This design comes from an exercise in tuning for small area on the open sky130 flow, not from production work.
The RTL was checked by simulation tests, not by an equivalence proof against the original design.
Power figures rest on the tool's default switching activity, not on a simulated workload.

run 1:
// counter10000_TOP
module counter10000_TOP (
    input        rst,
    input        clk,
    input        btn_D,
    input        btn_R,
    input        btn_L,
    input        rx,
    output       tx,
    output [3:0] fnd_com,
    output [7:0] fnd_data
);
    reg [5:0] bs;
    reg       btick;
    wire      bterm = bs[0] & ~bs[2] & bs[3] & ~bs[4] & ~bs[5];
    always @(posedge clk, posedge rst) begin
        if (rst)
            bs <= 6'd23;
        else
            bs <= {bs[4:2], bs[1] | bterm, bs[0], bs[0] ^ bs[5]};
    end
    always @(posedge clk) btick <= bterm;
    reg [6:0] ds;
    reg       dtick;
    wire      dterm = ds[0] & ds[1] & ~ds[2] & ds[3] & ds[6];
    always @(posedge clk, posedge rst) begin
        if (rst)
            ds <= 7'd18;
        else
            ds <= {ds[5:2], ds[1] & ~dterm, ds[0], ds[0] ^ ds[6]};
    end
    always @(posedge clk) dtick <= dterm;
    wire dpost = ~ds[0] & ~ds[1] & ds[2] & ~ds[4] & ds[5];
    localparam [1:0] S_IDLE = 2'd0, S_START = 2'd1, S_DATA = 2'd2, S_STOP = 2'd3;
    reg [1:0] rx_state;
    reg       rx_done;
    reg [6:0] rx_cnt;        
    reg [7:0] rx_sh;
    always @(posedge clk, posedge rst) begin
        if (rst) begin
            rx_state <= S_IDLE;
        end else begin
            case (rx_state)
                S_IDLE:  if (!rx) rx_state <= S_START;
                S_START: if (btick && rx_cnt[2:0] == 3'd7) rx_state <= S_DATA;
                S_DATA:  if (btick && rx_cnt == 7'd127) rx_state <= S_STOP;
                S_STOP:  if (btick && rx_cnt[3:0] == 4'd15) rx_state <= S_IDLE;
            endcase
        end
    end
    always @(posedge clk)
        rx_done <= (rx_state == S_STOP) && btick && (rx_cnt[3:0] == 4'd15);
    always @(posedge clk) begin
        if (rx_state == S_IDLE)
            rx_cnt <= 7'd0;
        else if (btick)
            rx_cnt <= (rx_state == S_START && rx_cnt[2:0] == 3'd7) ? 7'd0 : rx_cnt + 7'd1;
        if (rx_state == S_DATA && btick && rx_cnt[3:0] == 4'd15)
            rx_sh <= {rx, rx_sh[7:1]};
    end
    wire [7:0] rxf_head, txf_head;
    wire       rxf_empty, rxf_full, txf_empty, txf_full;
    reg        tx_busy;
  ...
Settings: LEC_CHECK=0, CAP_MARGIN=20, CORE_MARGIN=2, CORE_UTILIZATION=70, PLACE_DENSITY=0.8, SLEW_MARGIN=20; clock period 120.0 ns.
standard.sh (not shown) runs the stock make flow with config.mk's settings and CLKGATE_MAP_FILE= SYNTH_SCRIPT=/design/flow/synth_recipe.tcl, a recipe that flattens the netlist after the stock synthesis.
==> flow/flow/run.sh <==
#!/bin/bash
# Standard synthesis, then an area-oriented re-mapping of the combinational
# logic (registers are kept exactly as the standard synthesis made them), then
# the standard layout steps with smaller port buffers and a clock tree
# without dummy loads.
set -euo pipefail
R=orfs/results/$FLOW_PLATFORM/counter10000_TOP/base
export BUFFER_PORTS_ARGS="-buffer_cell sky130_fd_sc_hd__buf_1"
export CTS_ARGS="$(cat flow/cts_args.txt)"

bash standard.sh synth > std_synth.log 2>&1
cp $R/1_2_yosys.v synth_standard.v

LIB=$FLOW_HOME/platforms/$FLOW_PLATFORM/lib/sky130_fd_sc_hd__tt_025C_1v80.lib
REOPT_LIB=$LIB REOPT_IN=synth_standard.v REOPT_OUT=synth_area.v REOPT_SCRIPT=flow/area.abc \
  yosys -c flow/reopt.tcl > reopt.log 2>&1
cp synth_area.v $R/1_2_yosys.v

bash standard.sh finish > std_finish.log 2>&1
==> flow/flow/area.abc <==
strash
&get -n
&deepsyn -T 60
&put
strash
dch -f
amap
mfs2
strash
dch -f
amap
==> flow/flow/cts_args.txt <==
-sink_clustering_enable -repair_clock_nets -dont_use_dummy_load -buf_list sky130_fd_sc_hd__clkbuf_8 -sink_clustering_size 20 -sink_clustering_max_diameter 50
==> flow/flow/reopt.tcl <==
yosys -import
if {[info exists ::env(REOPT_LIB)]} {set lib $::env(REOPT_LIB)} else {set lib /OpenROAD-flow-scripts/flow/platforms/sky130hd/lib/sky130_fd_sc_hd__tt_025C_1v80.lib}
set in $::env(REOPT_IN)
set out $::env(REOPT_OUT)
set script $::env(REOPT_SCRIPT)
set dont_use {}
set fh [open $lib r]
while {[gets $fh line] >= 0} {
  if {[regexp {^\s*cell\s*\(\s*"?([A-Za-z0-9_]+)"?\s*\)} $line -> c]} {
    if {[regexp {lpflow|probe} $c]} { lappend dont_use -dont_use $c }
  }
}
close $fh
read_liberty -ignore_miss_func $lib
read_verilog $in
hierarchy -top $::env(FLOW_TOP)
# sequential cells and tie cells are kept as they are
foreach m [split [string trim [tee -q -s result.string select -list-mod *]] "\n"] {
  if {[regexp {^\\?sky130_fd_sc_hd__(df|edf|sdf|dl|conb)} $m]} {
    setattr -mod -set blackbox 1 $m
  }
}
tee -o $out.before stat -liberty $lib
flatten
opt_clean -purge
abc -liberty $lib {*}$dont_use -script $script
opt_clean -purge
hilomap -singleton -hicell sky130_fd_sc_hd__conb_1 HI -locell sky130_fd_sc_hd__conb_1 LO
splitnets
opt_clean -purge
tee -o $out.after stat -liberty $lib
write_verilog -noattr -nohex -nodec $out
design -reset
read_liberty -lib $lib
read_verilog $out
hierarchy -top $::env(FLOW_TOP)
tee -o $out.check check -assert -mapped
Looking at the reports, run 1 completed the entire flow and the layout it produced met the timing, design-rule and antenna checks.
## Diff of input files: run 2 against run 1
==> flow/flow/cts_args.txt <==
-sink_clustering_enable -repair_clock_nets -dont_use_dummy_load -buf_list sky130_fd_sc_hd__clkbuf_8 -sink_clustering_size 24 -sink_clustering_max_diameter 40
Results
- In terms of post-route worst hold slack, run 1 and run 2 differ only marginally.
- Measured against run 1, the internal power component of run 2 comes out at 1.06 times the reference value.
- [compare] base=run 1 new=run 2: time the worst path needs with I/O delays and setup has decreased; switching part of the total power has remained practically unchanged; setup slack has increased; maximum achievable frequency has remained practically unchanged; sum of internal, switching and leakage power has increased.
- Between run 2 and run 1, routed wire length is lower for run 1, run 2 comes in above that.
### run 2 -> run 3
==> flow/flow/cts_args.txt <==
-sink_clustering_enable -repair_clock_nets -dont_use_dummy_load -buf_list sky130_fd_sc_hd__clkbuf_4 -sink_clustering_size 12 -sink_clustering_max_diameter 30
Notes after the runs:
Between run 2 and run 3, area added between synthesis and finish is higher for run 2, run 3 comes in under that.
Diff run 3..run 2 | combinational fraction of design power | negligible
Delta (run 3 minus run 2): register-to-register slack grew by 0.04 ns; via count shows an increase of 97; overall power after layout went down by 3.9%; routed wire length saw an increase.

==> port drivers added, routing unchanged <==
No port has a modelled driver above. Below, the same layouts with a new extraction and two added sets of constraints. Step 1: set_driving_cell puts a clkbuf_16 on clk and a buf_2 on each other input, an assumption about the parent block. Step 2 moves the port delays by t, midway between the first and last clock arrival at a register: inputs arrive t later, outputs are due t later. That takes back most of the time a late clock gives input paths. Three values: ideal, step 1, step 2; two values: the first two.
run	t (ns)	setup WS [ns]	worst hold slack (ns)	latest minus earliest clock arrival (ns)
run 1	0.525	93.299 / 93.261 / 93.786	0.381 / 0.381 / 0.381	0.048 / 0.048
run 2	0.558	93.365 / 93.327 / 93.885	0.381 / 0.381 / 0.381	0.079 / 0.078
run 3	0.639	93.258 / 93.223 / 93.862	0.347 / 0.347 / 0.347	0.090 / 0.090
After both steps setup and hold are still met in every run listed.
